This is an optimization exercise on Yosys and OpenROAD, whose aim is small area, not a production implementation. The RTL was checked by simulation tests, not by an equivalence proof against the original design. Power is estimated from default activity; no workload was simulated.

## flow/config.mk

```make
export PLATFORM = sky130hd
export DESIGN_NAME = dp_dtm
export DESIGN_NICKNAME = dp_dtm
export VERILOG_FILES = /design/flow/design.v
export SDC_FILE = /design/flow/constraint.sdc
export NUM_CORES = 4
export LEC_CHECK = 0
export CAP_MARGIN = 20
export CORE_MARGIN = 2
export CORE_UTILIZATION = 40
export SLEW_MARGIN = 20
export SYNTH_HIERARCHICAL = 1
export SYNTH_MINIMUM_KEEP_SIZE = 0
```

## flow/constraint.sdc

```tcl
create_clock -name core_clock -period 10.0 [get_ports {tck}]
set_input_delay 2.0000 -clock core_clock [delete_from_list [all_inputs] [get_ports {tck}]]
set_output_delay 2.0000 -clock core_clock [all_outputs]
set_load 0.01 [all_outputs]
```

## flow/design.v

```verilog
module dp_dtm
(
    input   logic   [0  : 0]    tdi,
    input   logic   [0  : 0]    tms,
    input   logic   [0  : 0]    tck,
    input   logic   [0  : 0]    trst,
    output  logic   [0  : 0]    tdo,
    output  logic   [6  : 0]    dmi_address,
    output  logic   [31 : 0]    dmi_wdata,
    input   logic   [31 : 0]    dmi_rdata,
    output  logic   [1  : 0]    dmi_op
);
    localparam logic [3:0] TLR  = 4'h0, RTI  = 4'h3, SDS  = 4'h8, CDR  = 4'h9,
                           SHDR = 4'hD, E1DR = 4'hE, PDR  = 4'hC, E2DR = 4'hF,
                           UDR  = 4'hA, SIS  = 4'hB, CIR  = 4'h1, SHIR = 4'h5,
                           E1IR = 4'h6, PIR  = 4'h4, E2IR = 4'h7, UIR  = 4'h2;
    logic [3:0]  state, next_state;
    logic        mode;
    logic        shf;           
    logic [4:0]  ir;            
    logic [40:0] sr;            
    logic [40:0] sr_d;
    logic [40:0] upd;           
    logic        valid;         
    always_comb
        case (state)
            TLR:     next_state = tms ? TLR  : RTI;
            RTI:     next_state = tms ? SDS  : RTI;
            SDS:     next_state = tms ? SIS  : CDR;
            CDR:     next_state = tms ? E1DR : SHDR;
            SHDR:    next_state = tms ? E1DR : SHDR;
            E1DR:    next_state = tms ? UDR  : PDR;
            PDR:     next_state = tms ? E2DR : PDR;
            E2DR:    next_state = tms ? UDR  : SHDR;
            UDR:     next_state = tms ? SDS  : RTI;
            SIS:     next_state = tms ? TLR  : CIR;
            CIR:     next_state = tms ? E1IR : SHIR;
            SHIR:    next_state = tms ? E1IR : SHIR;
            E1IR:    next_state = tms ? UIR  : PIR;
            PIR:     next_state = tms ? E2IR : PIR;
            E2IR:    next_state = tms ? UIR  : SHIR;
            default: next_state = tms ? SDS  : RTI;    
        endcase
    always_ff @(posedge tck, negedge trst)
        if (!trst) state <= TLR;
        else       state <= next_state;
    always_ff @(posedge tck, negedge trst)
        if (!trst)              mode <= 1'b0;
        else if (state == TLR)  mode <= !tms;
    wire capture = !state[2] & !state[1] & state[0];
    wire ncap    = !capture;
    wire is_ir   = !state[3];
    wire update  = !state[2] & state[1] & !state[0];
    always_ff @(posedge tck)
        shf <= !tms & !state[1] & state[0];
    wire sel_dtmcs = (ir == 5'h10);
    wire sel_dmi   = (ir == 5'h11);
    wire sel_byp   = (ir == 5'h00) | (ir[4:3] == 2'b10 & ir[2:1] != 2'b00) | (ir == 5'h1f);
    wire sel_id    = !sel_dtmcs & !sel_dmi & !sel_byp;
    wire cap_dmi   = capture & sel_dmi;
    wire cap_ndmi  = capture & !sel_dmi;
    wire cap_id    = capture & sel_id;
    wire cap_dtmcs = capture & sel_dtmcs;
    wire cap_ir    = capture & is_ir;
    assign sr_d[40] = capture ? (is_ir ? ir[4] : (sel_byp & tdi)) : tdi;
    dp_ao22  b39 (cap_ir, ir[3], ncap, sr[40], sr_d[39]);
    dp_ao22  b38 (cap_ir, ir[2], ncap, sr[39], sr_d[38]);
    assign sr_d[37] = capture ? (is_ir ? ir[1] : sel_id) : sr[38];
    dp_ao22  b36 (cap_ir, ir[0], ncap, sr[37], sr_d[36]);
    dp_and2  b35 (ncap, sr[36], sr_d[35]);
    dp_and2  b34 (ncap, sr[35], sr_d[34]);
    genvar j;
    generate
        for (j = 2; j <= 33; j = j + 1) begin : g_sr
            if (j == 23 || j == 22 || j == 12 || j == 11 || j == 10)
                dp_ao221 b (cap_dmi, dmi_rdata[j-2], ncap, sr[j+1], cap_id, sr_d[j]);
            else if (j == 21 || j == 9)
                dp_ao221 b (cap_dmi, dmi_rdata[j-2], ncap, sr[j+1], cap_ndmi, sr_d[j]);
            else if (j == 15 || j == 14)
                dp_ao221 b (cap_dmi, dmi_rdata[j-2], ncap, sr[j+1], cap_dtmcs, sr_d[j]);
            else if (j <= 8)
                dp_ao22  b (capture, dmi_rdata[j-2], ncap, sr[j+1], sr_d[j]);
            else
                dp_ao22  b (cap_dmi, dmi_rdata[j-2], ncap, sr[j+1], sr_d[j]);
        end
    endgenerate
    dp_and2  b1 (ncap, sr[2], sr_d[1]);
    dp_and2  b0 (ncap, sr[1], sr_d[0]);
    always_ff @(posedge tck)
        if (capture | shf) sr <= sr_d;
    always_ff @(posedge tck, negedge trst)
        if (!trst)                  ir <= 5'h01;
        else if (update & is_ir)    ir <= sr[40:36];
    wire upd_en = update & !is_ir & sel_dmi;
    always_ff @(posedge tck, negedge trst)
        if (!trst)        valid <= 1'b0;
        else if (upd_en)  valid <= 1'b1;
    always_ff @(posedge tck)
        if (upd_en) upd <= sr;
    assign tdo = is_ir   ? sr[36] :
                 sel_dmi ? sr[0]  :
                 sel_byp ? sr[40] : sr[9];
    wire show  = mode & valid;
    wire nmode = !mode;
    generate
        for (j = 0; j < 32; j = j + 1) begin : g_wdata
            dp_ao22 o (show, upd[j+2], nmode, dmi_rdata[j], dmi_wdata[j]);
        end
        for (j = 0; j < 7; j = j + 1) begin : g_addr
            dp_and2 o (show, upd[j+34], dmi_address[j]);
        end
        for (j = 0; j < 2; j = j + 1) begin : g_op
            dp_and2 o (show, upd[j], dmi_op[j]);
        end
    endgenerate
endmodule
module dp_ao22 (input logic a, b, c, d, output logic y);
    assign y = (a & b) | (c & d);
endmodule
module dp_ao221 (input logic a, b, c, d, e, output logic y);
    assign y = (a & b) | (c & d) | e;
endmodule
module dp_and2 (input logic a, b, output logic y);
    assign y = a & b;
endmodule
```

## flow/run.sh

```bash
#!/bin/bash
# synth_recipe.tcl (not shown) runs the flow's synth.tcl, then flattens the netlist and writes it again
# the make line also repeats each setting of config.mk as NAME=value (left out here)
make -C /OpenROAD-flow-scripts/flow DESIGN_CONFIG=/design/flow/config.mk WORK_HOME=/design/flow/orfs CLKGATE_MAP_FILE= SYNTH_SCRIPT=/design/flow/synth_recipe.tcl finish
```

==> results.py, run 1 <==
metrics = {
    "drt": {
        "drc_errors": 0,
        "drtAntennaViolNets": 0,
        "wl_per_cell_um": 17.9,
        "drt-total-wl_mm": 8.38,
        "vias_per_cell": 5.45,
        "drt_iter0_markers": 179,
        "drtPass1Iterations": 4,
        "vias": 2547,
    },
    "clock_tree": {
        "clk-insertion-delay-late_ns": 0.35,
        "post_cts_buffers": 0,
        "post_cts_resized": 0,
        "cts-root-buf": "clkbuf_8",
        "clk_pin_slew_ns": 0.09,
        "cts_sinks": 94,
        "cts_made_buffers": 9,
        "htreeDepth": 3,
        "cts_tree": "done",
        "cts_hold_buf": 0,
        "cts_buffer_depth": 2,
    },
    "sta": {
        "rsz0062_at_grt": "false",
        "finalSetupViolations": 0,
        "slew_viol_final": 0,
        "slew_headroom": 0.582,
        "finalCritPeriodShare": 0.524,
        "hold_viol": 0,
        "max_freq_ghz": 0.191,
        "setup_tns_ns": 0,
        "layout_min_cycle_time_ns": 5.24,
        "finalClockSkew_ns": 0.0127,
        "worst_slew_pin_slew_ns": 0.626,
    },
    "setup_path": {
        "worst_path_max_delay_cell": "clkdlybuf4s50_1",
        "cp_cell_sequence": "clkdlybuf4s50_1, a22o_1, clkdlybuf4s50_1",
        "cp_max_fo": 2,
        "crit_arrival_ns": 3.24,
        "worst_path_most_repeated_cell": "clkdlybuf4s50_1",
        "crit_type": "in -> out",
        "required_ns": 8.00,
        "end_kind": "primary output",
        "critical-path-max-stage-delay_ns": 0.54,
        "worstSetupStartpointType": "primary input",
        "cpLargestDelayFamily": "buffers and inverters",
        "crit_buf_inv": 2,
    },
    "synth": {
        "synth_top_cell_by_area": "edfxtp_1",
        "ys_ff_latch": 94,
        "syn_area_per_cell_sq_um": 15.6,
        "syn_inst": 250,
        "synth_nets": 286,
        "synth_area_sq_um": 3890,
        "synth_cell_type_count": 35,
        "synth_edf_count": 82,
        "synth_area_leaders": "edfxtp_1 63%, a22o_1 13%, dfrtp_1 6.4%",
        "synth.yosys.seq_area_share": 0.709,
        "synth_top_area_frac": 0.633,
        "synthFlopType": "edfxtp_1",
        "ys_async_sr_fraction": 0.117,
        "synthTopCellsByCount": "82 x edfxtp_1, 58 x a22o_1, 15 x and2_1",
        "yosys_warnings": 7,
        "yosysMostFrequentCell": "edfxtp_1",
    },
    "global_routing": {
        "grt.total_usage": 0.166,
        "grt_pass1_wl_mm": 13.2,
        "grt_max_degree": 46,
        "use_met1": 0.256,
        "first_global_vias": 2430,
        "grt_use_met3": 0.0393,
        "grt-ovfl-total": 0,
        "antenna_found_initial": 0,
        "grt_use_met2": 0.238,
        "grt.busiest_layer": "met1",
    },
    "cells_and_area": {
        "drive_gt1_frac": 0.0947,
        "area.growth.synth_to_final_pct": 29.5,
        "diodes": 0,
        "fill_cells": 820,
        "fin_nets": 370,
        "stdcell_count": 467,
        "fin_area_sq_um": 5040,
    },
    "power_and_ir_drop": {
        "vdd_drop_max_v": 0.000131,
        "p_sw_frac": 0.317,
        "p_seq_frac": 0.492,
        "p_leak_nw": 1.79,
        "power_density_nw_per_um2": 264,
        "pwr-share-comb": 0.319,
        "p_switching_uw": 420,
        "clock_power_share": 0.189,
        "p_int_uw": 907,
    },
    "placement": {
        "post-dp-hpwl_mm": 5.19,
        "numPortBuffers": 77,
        "gp_congestion": 0.763,
        "placed_cells": 451,
        "placed_area_sq_um": 4820,
    },
    "status": {
        "status": "complete, no violations",
    },
    "die": {
        "dieArea_sq_um": 10500,
        "ioPinCount": 78,
        "initial_core_util": 0.417,
        "die_h_um": 103,
        "dieWidth_um": 103,
        "coreArea_sq_um": 9330,
        "rows": 35,
    },
    "min_path": {
        "min_path_type": "reg -> reg",
    },
    "flow_run": {
        "cap_violations": 0,
    },
}
[per-module statistics from Yosys, one instance, submodules excluded]
module / times used / area (sq um) / cells
dp_ao221: 9 / 10.0 / 1
dp_and2: 13 / 6.26 / 1
dp_ao22: 58 / 8.76 / 1
dp_dtm: 1 / 3210 / 170
[worst register-to-register path: stages (launching register included)]
cell     delay (ns)
dfrtp_1        0.57
or3b_1         0.38
buf_4          0.30
nor2_4         0.58
a221o_1        0.30
[power groups by stage]
stage | sequential [mW] | clock [mW] | combinational, mW
final | 0.652 | 0.251 | 0.423
after global routing | 0.668 | 0.278 | 0.465
after CTS | 0.653 | 0.258 | 0.421
after detailed placement | 0.663 | 0 | 0.415
after global placement | 0.659 | 0 | 0.415
after floorplan | 0.614 | 0 | 0.284
[per-stage QoR]
stage / hold WS, ns / total power, mW / utilization / setup WS, ns
finish: 0.447 / 1.33 / 0.540 / 4.76
global route: 0.474 / 1.41 / 0.540 / 4.73
CTS: 0.450 / 1.33 / 0.537 / 4.73
detailed placement: 0.428 / 1.08 / 0.516 / 4.73
global placement: 0.421 / 1.07 / 0.516 / 4.76
floorplan: 0.417 / 0.898 / - / 4.61
[area by class of cell]
type | instances | area, sq um | share of cell area
multi-input combinational | 142 | 1090 | 0.216
timing repair buffer | 82 | 816 | 0.162
sequential | 94 | 2760 | 0.548
tap | 129 | 161 | 0.0320
clock buffer | 9 | 124 | 0.0246
inverter | 5 | 18.8 | 0.00373
clock inverter | 6 | 70.1 | 0.0139
[path summary, 6_finish.rpt]
path / slack (ns) / cells after the start / endpoint / startpoint
setup / recovery: 4.76 / 3 / dmi_wdata[13] / dmi_rdata[13]
hold / removal: 0.45 / 0 / upd[1] / sr[1]
setup reg to reg: 7.72 / 4 / sr[10] / state[0]
hold reg to reg: 0.45 / 0 / upd[1] / sr[1]
max in group asynchronous: 7.65 / 1 / ir[0] / trst[0]
min in group asynchronous: 1.99 / 1 / state[2] / trst[0]
[cell usage in the layout, fill, tap and decap left out, types with 3 or more instances in the layout]
master | synthesis | final
a21oi_1 | 4 | 4
a221o_1 | 9 | 9
a22o_1 | 58 | 58
a31oi_1 | 4 | 4
and2_1 | 15 | 15
buf_4 | 0 | 4
clkbuf_8 | 0 | 9
clkdlybuf4s50_1 | 0 | 77
dfrtp_1 | 10 | 10
edfxtp_1 | 82 | 82
mux2_2 | 4 | 4
nand2_1 | 5 | 5
nand2b_1 | 4 | 3
nor2_1 | 8 | 7
nor3_1 | 4 | 4
o21ai_0 | 7 | 7
[cell families after synthesis]
| kind of cell | after synthesis | synth area share |
|---|---|---|
| AO/OA/AOI/OAI | 88 | 0.185 |
| AND/OR/NAND/NOR | 49 | 0.0746 |
| flip-flops | 94 | 0.709 |
| buffers and inverters | 14 | 0.0167 |
| multiplexers | 5 | 0.0142 |
[layer usage]
layer | share of wire | routed length, um
met5 | 0 | 0
met2 | 0.43 | 3570
met3 | 0.061 | 510
met1 | 0.50 | 4220
met4 | 0.0095 | 80
[sequential cells by signal (all words and copies together) (netlist names)]
name	cells
mode	1
ir	5
upd	41
state	4
sr	41
shf	1
valid	1
==> run 2: changes to the inputs <==
--- a/flow/config.mk
+++ b/flow/config.mk
@@ -8,6 +8,7 @@
 export CAP_MARGIN = 20
 export CORE_MARGIN = 2
 export CORE_UTILIZATION = 40
+export CTS_BUF_LIST = sky130_fd_sc_hd__clkbuf_4 sky130_fd_sc_hd__clkbuf_8
 export SLEW_MARGIN = 20
 export SYNTH_HIERARCHICAL = 1
 export SYNTH_MINIMUM_KEEP_SIZE = 0
==> run 2 against run 1 <==
Net effect: register-to-register slack about the same; maximum frequency unchanged; critical path depth unchanged; via count stayed put; cell area did not move.
==> results.py, run 2 <==
metrics = {
    "status": {
        "status": "complete, no violations",
    },
    "die": {
        "dieArea_sq_um": 10500,
        "coreArea_sq_um": 9330,
        "dieWidth_um": 103,
        "die_h_um": 103,
        "rows": 35,
        "initial_core_util": 0.417,
        "ioPinCount": 78,
    },
    "flow_run": {
        "cap_violations": 0,
    },
    "synth": {
        "yosysMostFrequentCell": "edfxtp_1",
        "ys_ff_latch": 94,
        "ys_async_sr_fraction": 0.117,
        "synth_cell_type_count": 35,
        "synth_nets": 286,
        "synth_top_area_frac": 0.633,
        "synthFlopType": "edfxtp_1",
        "syn_area_per_cell_sq_um": 15.6,
        "syn_inst": 250,
        "synth_area_sq_um": 3890,
        "yosys_warnings": 7,
        "synth.yosys.seq_area_share": 0.709,
        "synth_edf_count": 82,
        "synth_area_leaders": "edfxtp_1 63%, a22o_1 13%, dfrtp_1 6.4%",
        "synthTopCellsByCount": "82 x edfxtp_1, 58 x a22o_1, 15 x and2_1",
        "synth_top_cell_by_area": "edfxtp_1",
    },
    "clock_tree": {
        "cts_made_buffers": 9,
        "cts_sinks": 94,
        "clk_pin_slew_ns": 0.09,
        "post_cts_resized": 0,
        "htreeDepth": 3,
        "cts_hold_buf": 0,
        "cts_tree": "done",
        "cts-root-buf": "clkbuf_8",
        "cts_buffer_depth": 2,
        "post_cts_buffers": 0,
        "clk-insertion-delay-late_ns": 0.35,
    },
    "setup_path": {
        "end_kind": "primary output",
        "cp_max_fo": 2,
        "r2r-end": "sr[10]",
        "ff2ff_setup_slack_ns": 7.72,
        "cp-startpoint": "dmi_rdata[13]",
        "crit_end": "dmi_wdata[13]",
        "reg2regPathDepth": 4,
        "crit_arrival_ns": 3.24,
        "crit_type": "in -> out",
        "worstSetupStartpointType": "primary input",
        "required_ns": 8.00,
        "r2r-start": "state[0]",
    },
    "drt": {
        "drc_errors": 0,
        "drt_iter0_markers": 179,
        "vias": 2547,
        "drtPass1Iterations": 4,
        "drt-total-wl_mm": 8.38,
        "vias_per_cell": 5.45,
        "wl_per_cell_um": 17.9,
        "drtAntennaViolNets": 0,
    },
    "global_routing": {
        "first_global_vias": 2430,
        "grt-ovfl-total": 0,
        "grt_max_degree": 46,
        "grt_pass1_wl_mm": 13.2,
        "grt.total_usage": 0.166,
        "antenna_found_initial": 0,
    },
    "sta": {
        "max_freq_ghz": 0.191,
        "finalCritPeriodShare": 0.524,
        "slew_headroom": 0.582,
        "rsz0062_at_grt": "false",
        "setup_slack_ns": 4.76,
        "worst_slew_pin_slew_ns": 0.626,
        "hold_viol": 0,
        "finalSetupViolations": 0,
        "slew_viol_final": 0,
        "layout_min_cycle_time_ns": 5.24,
        "finalClockSkew_ns": 0.0127,
        "setup_tns_ns": 0,
    },
    "power_and_ir_drop": {
        "vdd_drop_max_v": 0.000131,
        "power_density_nw_per_um2": 264,
        "p_leak_nw": 1.79,
    },
    "cells_and_area": {
        "multi_input_area_sq_um": 1090,
        "drive_gt1_frac": 0.0947,
        "layout_common_cells": "82 x edfxtp_1, 77 x clkdlybuf4s50_1, 58 x a22o_1, 15 x and2_1, 10 x dfrtp_1",
        "fin_util": 0.540,
        "fin_nets": 370,
        "largestRegisters": "sr (41), upd (41), ir (5)",
        "area.growth.synth_to_final_pct": 29.5,
        "regArea_sq_um": 2760,
        "diodes": 0,
        "fill_cells": 820,
        "final_common_cell": "edfxtp_1",
    },
    "min_path": {
        "min_path_type": "reg -> reg",
        "min_path_cells": 0,
    },
    "placement": {
        "post-dp-hpwl_mm": 5.19,
        "dp_slack_ns": 4.73,
        "numPortBuffers": 77,
        "gp_congestion": 0.763,
    },
}
run 2: cell families (layout without fill, tap and decap cells):
family                 count (synthesis)  in the layout  synth area share
muxes                                  5              5            0.0142
and+or+nand+nor                       49             49            0.0746
AOI/OAI and AO/OA                     88             88             0.185
DFF                                   94             94             0.709
buffers and inverters                 14            102            0.0167
run 2: worst max-delay path: stages:
cell	delay, ns
clkdlybuf4s50_1	0.53
a22o_1	0.17
clkdlybuf4s50_1	0.54
run 2: per-module statistics from Yosys, one instance, submodules excluded:
module	area, sq um	times used
dp_dtm	3210	1
dp_and2	6.26	13
dp_ao22	8.76	58
dp_ao221	10.0	9
run 2: power breakdown:
part	switching (mW)	internal, mW
registers	0.0806	0.572
clock network	0.135	0.116
logic	0.205	0.219
run 2: how the worst min path moves through the flow:
stage	startpoint	endpoint	slack, ns
floorplan	sr[0]	upd[0]	0.42
detailed placement	sr[1]	upd[1]	0.43
finish	sr[1]	upd[1]	0.45
CTS	sr[1]	upd[1]	0.45
global placement	sr[1]	upd[1]	0.42
global route	sr[2]	upd[2]	0.47
run 2: per-stage QoR:
stage	hold slack [ns]	instances	cell area (sq um)	total power, mW
2_1_floorplan	0.417	250	3890	0.898
3_3_place_gp	0.421	451	4820	1.07
3_5_place_dp	0.428	451	4820	1.08
6_report	0.447	467	5040	1.33
5_1_grt	0.474	467	5040	1.41
4_1_cts	0.450	466	5010	1.33
run 2: per-layer routing:
metal	wire length (um)	GRT usage	vias to the layer above
li1	-	-	1196
met1	4220	0.256	1260
met2	3570	0.238	83
met3	510	0.0393	8
met4	80	0.0431	0
met5	0	0	-
run 2: layout make-up:
type                       count  area share
clock buffer                   9      0.0246
clock inverter                 6      0.0139
inverter                       5     0.00373
multi-input combinational    142       0.216
sequential                    94       0.548
tap                          129      0.0320
timing repair buffer          82       0.162
==> run 3: changes to the inputs <==
==> flow/config.mk (replaced) <==
export PLATFORM = sky130hd
export DESIGN_NAME = dp_dtm
export DESIGN_NICKNAME = dp_dtm
export VERILOG_FILES = /design/flow/design.v
export SDC_FILE = /design/flow/constraint.sdc
export NUM_CORES = 4
export LEC_CHECK = 0
export CAP_MARGIN = 0
export CORE_MARGIN = 2
export CORE_UTILIZATION = 40
export SLEW_MARGIN = 0
export SYNTH_HIERARCHICAL = 1
export SYNTH_MINIMUM_KEEP_SIZE = 0
==> run 3 against run 2 <==
Net effect: sequential share of layout area increased by 0.27 points; first-iteration DRC count shrank 31%; global-route usage stayed put; largest cell class unchanged; highest routed layer unchanged.
==> results.py, run 3 <==
metrics = {
    "setup_path": {
        "cp_max_fo": 2,
        "crit_arrival_ns": 3.25,
        "required_ns": 8.00,
        "cp_cell_sequence": "clkdlybuf4s50_1, a22o_1, clkdlybuf4s50_1",
        "critical-path-max-stage-delay_ns": 0.55,
        "worst_path_max_delay_cell": "clkdlybuf4s50_1",
        "worstSetupStartpointType": "primary input",
        "worst_path_most_repeated_cell": "clkdlybuf4s50_1",
        "end_kind": "primary output",
        "crit_type": "in -> out",
    },
    "sta": {
        "finalCritPeriodShare": 0.525,
        "layout_min_cycle_time_ns": 5.25,
        "setup_tns_ns": 0,
        "rsz0062_at_grt": "false",
        "max_freq_ghz": 0.190,
        "hold_viol": 0,
        "setup_slack_ns": 4.75,
        "slew_viol_final": 0,
        "worst_slew_pin_slew_ns": 1.12,
        "slew_headroom": 0.250,
        "finalClockSkew_ns": 0.00896,
        "finalSetupViolations": 0,
    },
    "synth": {
        "yosys_warnings": 7,
        "synthFlopType": "edfxtp_1",
        "synth_top_cell_by_area": "edfxtp_1",
        "synth_nets": 286,
        "synth_cell_type_count": 35,
        "syn_area_per_cell_sq_um": 15.6,
        "synth_area_leaders": "edfxtp_1 63%, a22o_1 13%, dfrtp_1 6.4%",
        "syn_inst": 250,
        "synth.yosys.seq_area_share": 0.709,
        "synth_top_area_frac": 0.633,
        "synth_area_sq_um": 3890,
        "synthTopCellsByCount": "82 x edfxtp_1, 58 x a22o_1, 15 x and2_1",
        "ys_async_sr_fraction": 0.117,
        "synth_edf_count": 82,
        "yosysMostFrequentCell": "edfxtp_1",
        "ys_ff_latch": 94,
    },
    "drt": {
        "maxUsedRoutingLayer": "met4",
        "drc_errors": 0,
        "met2_length_mm": 3.73,
        "route.met3.wl_um": 450,
        "vias": 2537,
        "drtPass1Iterations": 4,
        "drt-total-wl_mm": 8.44,
        "drt_iter0_markers": 123,
        "wl_met1_mm": 4.22,
        "wl_per_cell_um": 18.1,
        "vias_per_cell": 5.44,
        "drtAntennaViolNets": 0,
    },
    "clock_tree": {
        "cts_made_buffers": 9,
        "clk-insertion-delay-late_ns": 0.35,
        "cts_tree": "done",
        "cts_buffer_depth": 2,
        "htreeDepth": 3,
        "cts_hold_buf": 0,
        "cts_sinks": 94,
        "cts-root-buf": "clkbuf_8",
        "post_cts_buffers": 0,
        "post_cts_resized": 0,
        "clk_pin_slew_ns": 0.09,
    },
    "cells_and_area": {
        "area.growth.synth_to_final_pct": 28.8,
        "final_common_cell": "edfxtp_1",
        "diodes": 0,
        "largestRegisters": "sr (41), upd (41), ir (5)",
        "regArea_sq_um": 2760,
        "fill_cells": 824,
        "fin_nets": 369,
        "fin_util": 0.537,
        "multi_input_area_sq_um": 1080,
        "fin_area_sq_um": 5010,
        "layout_common_cells": "82 x edfxtp_1, 77 x clkdlybuf4s50_1, 58 x a22o_1, 15 x and2_1, 10 x dfrtp_1",
        "drive_gt1_frac": 0.0920,
    },
    "global_routing": {
        "grt_max_degree": 46,
        "antenna_found_initial": 0,
        "grt_pass1_wl_mm": 13.2,
        "grt-ovfl-total": 0,
        "first_global_vias": 2430,
        "grt.total_usage": 0.166,
    },
    "status": {
        "status": "complete, no violations",
    },
    "power_and_ir_drop": {
        "p_leak_nw": 1.78,
        "power_density_nw_per_um2": 263,
        "total_power_mw": 1.32,
        "vdd_drop_max_v": 0.000147,
    },
    "placement": {
        "dp_slack_ns": 4.73,
        "gp_congestion": 0.763,
        "numPortBuffers": 77,
        "post-dp-hpwl_mm": 5.19,
        "placed_area_sq_um": 4820,
    },
    "die": {
        "coreArea_sq_um": 9330,
        "die_h_um": 103,
        "rows": 35,
        "dieArea_sq_um": 10500,
        "dieWidth_um": 103,
        "initial_core_util": 0.417,
        "ioPinCount": 78,
    },
    "min_path": {
        "min_path_type": "reg -> reg",
    },
    "flow_run": {
        "cap_violations": 0,
    },
}
[run 3: per-module statistics from Yosys, one instance, submodules excluded]
module / copies in the design / cells / flip-flops and latches
dp_dtm: 1 / 170 / 94
dp_ao22: 58 / 1 / 0
dp_ao221: 9 / 1 / 0
dp_and2: 13 / 1 / 0
[run 3: per-stage QoR]
stage	hold slack, ns	cells
floorplan	0.417	250
global placement	0.421	451
detailed placement	0.428	451
CTS	0.450	466
global route	0.474	466
finish	0.448	466
[run 3: cell families (layout without fill, tap and decap cells)]
group                  after synthesis  in the layout  synth area share
AOI/OAI and AO/OA                   88             88             0.185
buffers and inverters               14            101            0.0167
DFF                                 94             94             0.709
muxes                                5              5            0.0142
and+or+nand+nor                     49             49            0.0746
[run 3: final timing paths]
check	cells past startpoint	endpoint	slack (ns)	startpoint
worst max register to register	4	sr[10]	7.33	state[0]
worst min-delay path	0	upd[1]	0.45	sr[1]
worst min register to register	0	upd[1]	0.45	sr[1]
min in group asynchronous	1	state[0]	1.99	trst[0]
worst max-delay path	3	dmi_wdata[13]	4.75	dmi_rdata[13]
max in group asynchronous	1	ir[0]	7.65	trst[0]
[run 3: per-layer routing]
metal,vias to the layer above,track usage
li1,1192,-
met4,0,0.0431
met5,-,0
met2,72,0.238
met1,1269,0.256
met3,4,0.0393
[run 3: area by class of cell]
class                           instances  area share
Clock inverter                          6      0.0140
Timing Repair Buffer                   81       0.160
Tap cell                              129      0.0322
Inverter                                5     0.00375
Clock buffer                            9      0.0247
Sequential cell                        94       0.551
Multi-Input combinational cell        142       0.215
[run 3: critical path, delay by kind of cell]
kind                   cells  cell delay (ns)
buffers and inverters      2             1.08
AO/OA/AOI/OAI              1             0.18
[run 3: power breakdown]
group	switching, mW	total, mW	internal [mW]
clock network	0.134	0.250	0.116
registers	0.0807	0.654	0.573
logic	0.204	0.416	0.212
total	0.418	1.32	0.902
